Background: an optimization exercise with open tools, aiming at small area. Do not read the settings as production practice. Only simulation tests tie the RTL to the original design; equivalence was not proved. Power figures rest on the tool's default switching activity, not on a simulated workload.

Setup of run 1:
// PhysicalNeuronController_iLoop
module PhysicalNeuronController_iLoop(
    clk, rst, kill,
    iADDR, W_DATA,
    SWU_EN, SWU_ADDR, SWU_DATA,
    Addr2SYNAPSE, Addr2SOMA, Addr2STDP,
    Data2SYNAPSE, Data2SOMA, Data2STDP,
    EN_SYNAPSE, EN_SOMA, EN_STDP,
    RC_SYNAPSE, RC_SOMA, RC_STDP,
    W_EN2Synapse, W_EN2SOMA, W_EN2STDP,
    o_ctrl, dbg_DATA1, dbg_DATA2
);
For scale: roughly 980 cells after synthesis, about 310 flip-flops, roughly 10000 um^2 of cells after synthesis.
==> flow/config.mk <==
export PLATFORM = sky130hd
export DESIGN_NAME = PhysicalNeuronController_iLoop
export DESIGN_NICKNAME = PhysicalNeuronController_iLoop
export VERILOG_FILES = /design/flow/design.v
export SDC_FILE = /design/flow/constraint.sdc
export NUM_CORES = 4
export LEC_CHECK = 0
export CAP_MARGIN = 20
export CORE_MARGIN = 2
export CORE_UTILIZATION = 40
export SLEW_MARGIN = 20
==> flow/constraint.sdc <==
create_clock -name core_clock -period 5.0 [get_ports {clk}]
set_input_delay 1.0000 -clock core_clock [delete_from_list [all_inputs] [get_ports {clk}]]
set_output_delay 1.0000 -clock core_clock [all_outputs]
set_load 0.01 [all_outputs]
standard.sh (not shown) runs the stock make flow with config.mk's settings and CLKGATE_MAP_FILE= SYNTH_SCRIPT=/design/flow/synth_recipe.tcl, a recipe that flattens the netlist after the stock synthesis.
==> flow/flow/run.sh <==
#!/bin/bash
set -euo pipefail
export BUFFER_PORTS_ARGS="-buffer_cell sky130_fd_sc_hd__buf_1"
export CTS_ARGS="-sink_clustering_enable -repair_clock_nets -dont_use_dummy_load -buf_list {${CTS_BUFS:-sky130_fd_sc_hd__clkbuf_4}} -sink_clustering_size ${CTS_SIZE:-12} -sink_clustering_max_diameter ${CTS_DIAM:-40}"
bash standard.sh > standard.log 2>&1
Inputs modified between run 1 and run 2:
==> flow/run.sh (new file) <==
#!/bin/bash
# synth_recipe.tcl (not shown) runs the flow's synth.tcl, then flattens the netlist and writes it again
# the make line also repeats each setting of config.mk as NAME=value (left out here)
make -C /OpenROAD-flow-scripts/flow DESIGN_CONFIG=/design/flow/config.mk WORK_HOME=/design/flow/orfs CLKGATE_MAP_FILE= SYNTH_SCRIPT=/design/flow/synth_recipe.tcl finish
removed: flow/flow/run.sh
removed: flow/standard.sh
Notes after the runs:
- Measured against each other, run 1 and run 2 differ in power density over cell area, the higher figure coming from run 2.
- | total power | lower: run 1 |
- Going from run 1 to run 2, number of flip-flops and latches held steady, clock period minus final worst setup slack saw an increase, max-slew headroom at the worst pin down 5.9 points, clock transition at the registers of the reported paths dropped 60 ps.
- From run 1 to run 2 the numbers moved as follows: portion of the layout cell area used by non-clock buffers rose 10 points; core utilization now larger; critical path depth now sits lower; layout overhead on the synthesized area now larger.
Input changes introduced in run 3 (baseline for comparison: run 2):
==> flow/flow/run.sh (new file) <==
#!/bin/bash
set -euo pipefail
export BUFFER_PORTS_ARGS="-buffer_cell sky130_fd_sc_hd__buf_1"
export CTS_ARGS="-sink_clustering_enable -repair_clock_nets -dont_use_dummy_load -buf_list {${CTS_BUFS:-sky130_fd_sc_hd__clkbuf_8}} -sink_clustering_size ${CTS_SIZE:-20} -sink_clustering_max_diameter ${CTS_DIAM:-60}"
bash standard.sh > standard.log 2>&1
==> flow/standard.sh (new file) <==
#!/bin/bash
# synth_recipe.tcl (not shown) runs the flow's synth.tcl, then flattens the netlist and writes it again
# the make line also repeats each setting of config.mk as NAME=value (left out here)
make -C /OpenROAD-flow-scripts/flow DESIGN_CONFIG=/design/flow/config.mk WORK_HOME=/design/flow/orfs CLKGATE_MAP_FILE= SYNTH_SCRIPT=/design/flow/synth_recipe.tcl "${@:-finish}"
removed: flow/run.sh
[summary]
- Final cell count delta for run 3 relative to run 2: 27 lower
- Changes observed in run 3 relative to run 2: critical path data arrival time -290 ps, half-perimeter wire length after detailed placement -340 um, area fraction in compound gates after synthesis ~0 delta.

========
Setup of JK:
The RTL this note starts from:
==> flow/design.v <==
module PhysicalNeuronController_iLoop(
    clk, rst, kill,
    iADDR, W_DATA,
    SWU_EN, SWU_ADDR, SWU_DATA,
    Addr2SYNAPSE, Addr2SOMA, Addr2STDP,
    Data2SYNAPSE, Data2SOMA, Data2STDP,
    EN_SYNAPSE, EN_SOMA, EN_STDP,
    RC_SYNAPSE, RC_SOMA, RC_STDP,
    W_EN2Synapse, W_EN2SOMA, W_EN2STDP,
    o_ctrl, dbg_DATA1, dbg_DATA2
);
input clk, rst, kill;
input [15:0] iADDR;
input [31:0] W_DATA;
input SWU_EN;
input [15:0] SWU_ADDR;
input [7:0] SWU_DATA;
output [6:0] Addr2SYNAPSE, Addr2SOMA, Addr2STDP;
output [31:0] Data2SYNAPSE, Data2SOMA, Data2STDP;
output EN_SYNAPSE, EN_SOMA, EN_STDP;
output RC_SYNAPSE, RC_SOMA, RC_STDP;
output W_EN2Synapse, W_EN2SOMA, W_EN2STDP;
output [1:0] o_ctrl;
output [31:0] dbg_DATA1, dbg_DATA2;
wire [15:0] a_in = SWU_EN ? SWU_ADDR : iADDR;
wire [31:0] d_in = SWU_EN ? {24'b0, SWU_DATA} : W_DATA;
assign dbg_DATA1 = d_in;
reg [1:0] ctl;
always @(posedge clk) begin
    if (rst)
        ctl <= 2'b10;
    else if (a_in[15])
        ctl <= 2'b01;
    else if (a_in[14])
        ctl <= 2'b10;
    else if (|a_in[13:7])
        ctl <= 2'b11;
    else if (|a_in[6:0])
        ctl <= 2'b01;
    else
        ctl <= 2'b00;
end
assign o_ctrl = ctl;
reg [1:0] nst, st;
always @(posedge clk) begin
    st <= nst;
    if (kill)
        nst <= 2'b00;
    else
        case (st)
        2'b00: nst <= (ctl == 2'b11) ? 2'b01 : 2'b00;
        2'b01: nst <= (ctl == 2'b00) ? 2'b00 : (ctl == 2'b11) ? 2'b10 : 2'b01;
        2'b10: nst <= (ctl == 2'b00) ? 2'b01 : (ctl == 2'b11) ? 2'b11 : 2'b10;
        2'b11: nst <= (ctl == 2'b01 || ctl == 2'b10) ? 2'b11 : 2'b10;
        endcase
end
wire [3:0] t = a_in[15:12];
wire [2:0] k = {t[3] & t[1], t[3] & (~t[1] | t[0]), t[3] ? (t[1:0] == 2'b00) : t[2]};
wire [41:0] w_word = {k, a_in[6:0],
                      {16{ctl[1] & ~ctl[0]}} & d_in[31:16], d_in[15:0]};
wire [41:0] h_word = {k, a_in[14:8], 16'b0, d_in[31:16]};
parameter [41:0] P0 = {42{1'b1}}, P1 = 42'h0, P2 = 42'h0, PB = 42'h0;
reg [41:0] n0, n1, n2, s0, s1, s2, buf_q;
wire [41:0] v0 = s0 ^ P0, v1 = s1 ^ P1, v2 = s2 ^ P2;
wire sel_w = ~kill & ~st[1] & ~st[0] & (ctl[1] | ctl[0]);
wire sel_s = ~kill & (st[1] | st[0]);
wire [41:0] x_word = st[0] ? w_word : h_word;
always @(posedge clk) begin
    s0 <= n0;
    s1 <= n1;
    s2 <= n2;
    n0 <= P0 ^ (st[1] ? v1 : x_word);
    n1 <= P1 ^ ((st[1] & st[0]) ? v2 : (st[0] ? h_word : w_word));
    n2 <= P2 ^ x_word;
    buf_q <= PB ^ ({42{sel_w}} & w_word | {42{sel_s}} & v0);
end
wire [41:0] buf_out = buf_q ^ PB;
reg [2:0] f;
always @(posedge clk)
    f <= buf_out[41:39];
wire f_a = f[2], f_b = f[1], f_c = f[0];
assign EN_SYNAPSE = ~f_a;
assign EN_SOMA = f_a & ~f_b;
assign EN_STDP = f_a & f_b;
assign RC_SYNAPSE = f_c;
assign RC_SOMA = 1'b0;
assign RC_STDP = 1'b0;
assign W_EN2Synapse = ~f_a & f_b;
assign W_EN2SOMA = EN_SOMA;
assign W_EN2STDP = EN_STDP;
wire [6:0] a_out = buf_out[38:32];
wire [31:0] d_out = buf_out[31:0];
assign Addr2SYNAPSE = EN_SYNAPSE ? a_out : 7'b0;
assign Addr2SOMA = EN_SOMA ? a_out : 7'b0;
assign Addr2STDP = EN_STDP ? a_out : 7'b0;
assign Data2SYNAPSE = EN_SYNAPSE ? d_out : 32'b0;
assign Data2SOMA = EN_SOMA ? d_out : 32'b0;
assign Data2STDP = EN_STDP ? d_out : 32'b0;
assign dbg_DATA2 = d_out;
endmodule
Settings: LEC_CHECK=0, ABC_AREA=1, CAP_MARGIN=20, CORE_MARGIN=2, CORE_UTILIZATION=80, SLEW_MARGIN=20; clock period 5.0 ns.
==> flow/flow/run.sh <==
#!/bin/bash
set -euo pipefail
F=$(cd "$(dirname "${BASH_SOURCE[0]}")" && pwd)
export MY_ABC_SCRIPT=$F/abc_area.script
export BUFFER_PORTS_ARGS="-buffer_cell sky130_fd_sc_hd__buf_1"
export CTS_ARGS="-sink_clustering_enable -repair_clock_nets -dont_use_dummy_load -buf_list {sky130_fd_sc_hd__clkbuf_4} -sink_clustering_size 11 -sink_clustering_max_diameter 45"
bash standard.sh SYNTH_SCRIPT=$F/synth.tcl finish > standard.log 2>&1
==> flow/flow/abc_area.script <==
strash
dch -f
amap
strash
dch -f
amap
topo
==> flow/flow/synth.tcl <==
proc synth {args} { yosys synth -nofsm -noshare {*}$args }
proc abc {args} {
  set i [lsearch $args -script]
  if {$i >= 0 && [info exists ::env(MY_ABC_SCRIPT)] && $::env(MY_ABC_SCRIPT) ne ""} {
    lset args [expr {$i + 1}] $::env(MY_ABC_SCRIPT)
  }
  yosys abc {*}$args
}
source $::env(SCRIPTS_DIR)/synth.tcl
# left out here: clear keep_hierarchy, flatten, clean up, hide names made inside functions, write 1_2_yosys.v
Here is what was changed in the inputs of MS compared with JK.
- CORE_UTILIZATION: 80 -> 70
==> flow/flow/run.sh <==
#!/bin/bash
set -euo pipefail
F=$(cd "$(dirname "${BASH_SOURCE[0]}")" && pwd)
export MY_ABC_SCRIPT=$F/abc_area.script
export BUFFER_PORTS_ARGS="-buffer_cell sky130_fd_sc_hd__buf_1"
export CTS_ARGS="-sink_clustering_enable -repair_clock_nets -dont_use_dummy_load -buf_list {sky130_fd_sc_hd__clkbuf_4} -sink_clustering_size 10 -sink_clustering_max_diameter 35"
bash standard.sh SYNTH_SCRIPT=$F/synth.tcl finish > standard.log 2>&1
==> comparison <==
- From JK to MS the numbers moved as follows: initial antenna violation count picked up an extra 1; endpoint arrival time on the critical path lost 0.97 ns.
- Row worst setup slack after placement: MS higher / JK lower
- Looking at register-to-register slack across both flows, MS is the stronger of the two, with JK trailing.
- MS vs. JK: number of nets in the finished design rose by 5; sequential share of layout area went down 0.38 points; via count decreased by about 10% relative to the old numbers.
- In MS, die area is higher than in JK.
- Comparing MS and JK, the lower global routing usage summed across all routing layers was measured on MS.
- MS against JK: CTS H-tree depth has increased, via density per instance has decreased.
Here is what was changed in the inputs of AL compared with MS.
==> flow/flow/run.sh <==
#!/bin/bash
set -euo pipefail
F=$(cd "$(dirname "${BASH_SOURCE[0]}")" && pwd)
export MY_ABC_SCRIPT=$F/abc_area.script
export BUFFER_PORTS_ARGS="-buffer_cell sky130_fd_sc_hd__buf_1"
export CTS_ARGS="-sink_clustering_enable -repair_clock_nets -dont_use_dummy_load -buf_list {sky130_fd_sc_hd__clkbuf_4} -sink_clustering_size 11 -sink_clustering_max_diameter 45"
bash standard.sh SYNTH_SCRIPT=$F/synth.tcl finish > standard.log 2>&1
- Status | MS and AL | clean
- On core utilization: AL sits below MS.
- Compared MS against AL; global-route usage within noise.
- MS → AL: final total power down about 1.6%; area of all placed cells without fillers down 0.45%; final non-filler cell total down 0.46%.
## Diff of input files: TR against AL
==> flow/flow/run.sh <==
#!/bin/bash
set -euo pipefail
F=$(cd "$(dirname "${BASH_SOURCE[0]}")" && pwd)
export MY_ABC_SCRIPT=$F/abc_area.script
export BUFFER_PORTS_ARGS="-buffer_cell sky130_fd_sc_hd__buf_1"
export CTS_ARGS="-sink_clustering_enable -repair_clock_nets -dont_use_dummy_load -buf_list {sky130_fd_sc_hd__clkbuf_4} -sink_clustering_size 12 -sink_clustering_max_diameter 35"
bash standard.sh SYNTH_SCRIPT=$F/synth.tcl finish > standard.log 2>&1
==> run notes <==
Comparing final-layout clock-cell area share for AL and TR, the smaller number came from AL. | routed wire length | TR vs AL | ≈ equal |. | part of the power in combinational logic | AL vs TR | ≈ equal |.

what the ideal ports hide:
The results above use ideal ports. As a check the final layouts listed here were re-extracted and re-timed, cells and wires unchanged.
Step 1 sets driving cells, clkbuf_16 on the clock port and buf_2 on the other inputs (assumed; they add their load-dependent delay and slew).
Step 2 times the ports against the registers' clock, not the clock port: input delays grow and output delays shrink by t, the midpoint of the rising clock arrivals with the driver on.
Three values: ideal ports, drivers, drivers and shift; two values: the first two.
run | t, ns | setup slack, ns | worst register clock-pin slew, ns
run 1 | 0.652 | 1.672 / 1.635 / 1.646 | 0.12 / 0.12
run 2 | 0.577 | 1.389 / 1.361 / 1.364 | 0.07 / 0.07
run 3 | 0.562 | 1.683 / 1.662 / 1.617 | 0.12 / 0.12
JK | 0.667 | 0.321 / 0.285 / 0.825 | 0.12 / 0.12
MS | 0.592 | 1.293 / 1.256 / 1.418 | 0.10 / 0.10
AL | 0.647 | 1.204 / 1.166 / 1.436 | 0.11 / 0.11
TR | 0.603 | 1.246 / 1.210 / 1.420 | 0.12 / 0.12
After both steps every run listed still meets setup and hold. For run 3, which loses most, drivers alone change the setup slack by -0.021 ns; drivers and shift together by -0.066 ns.
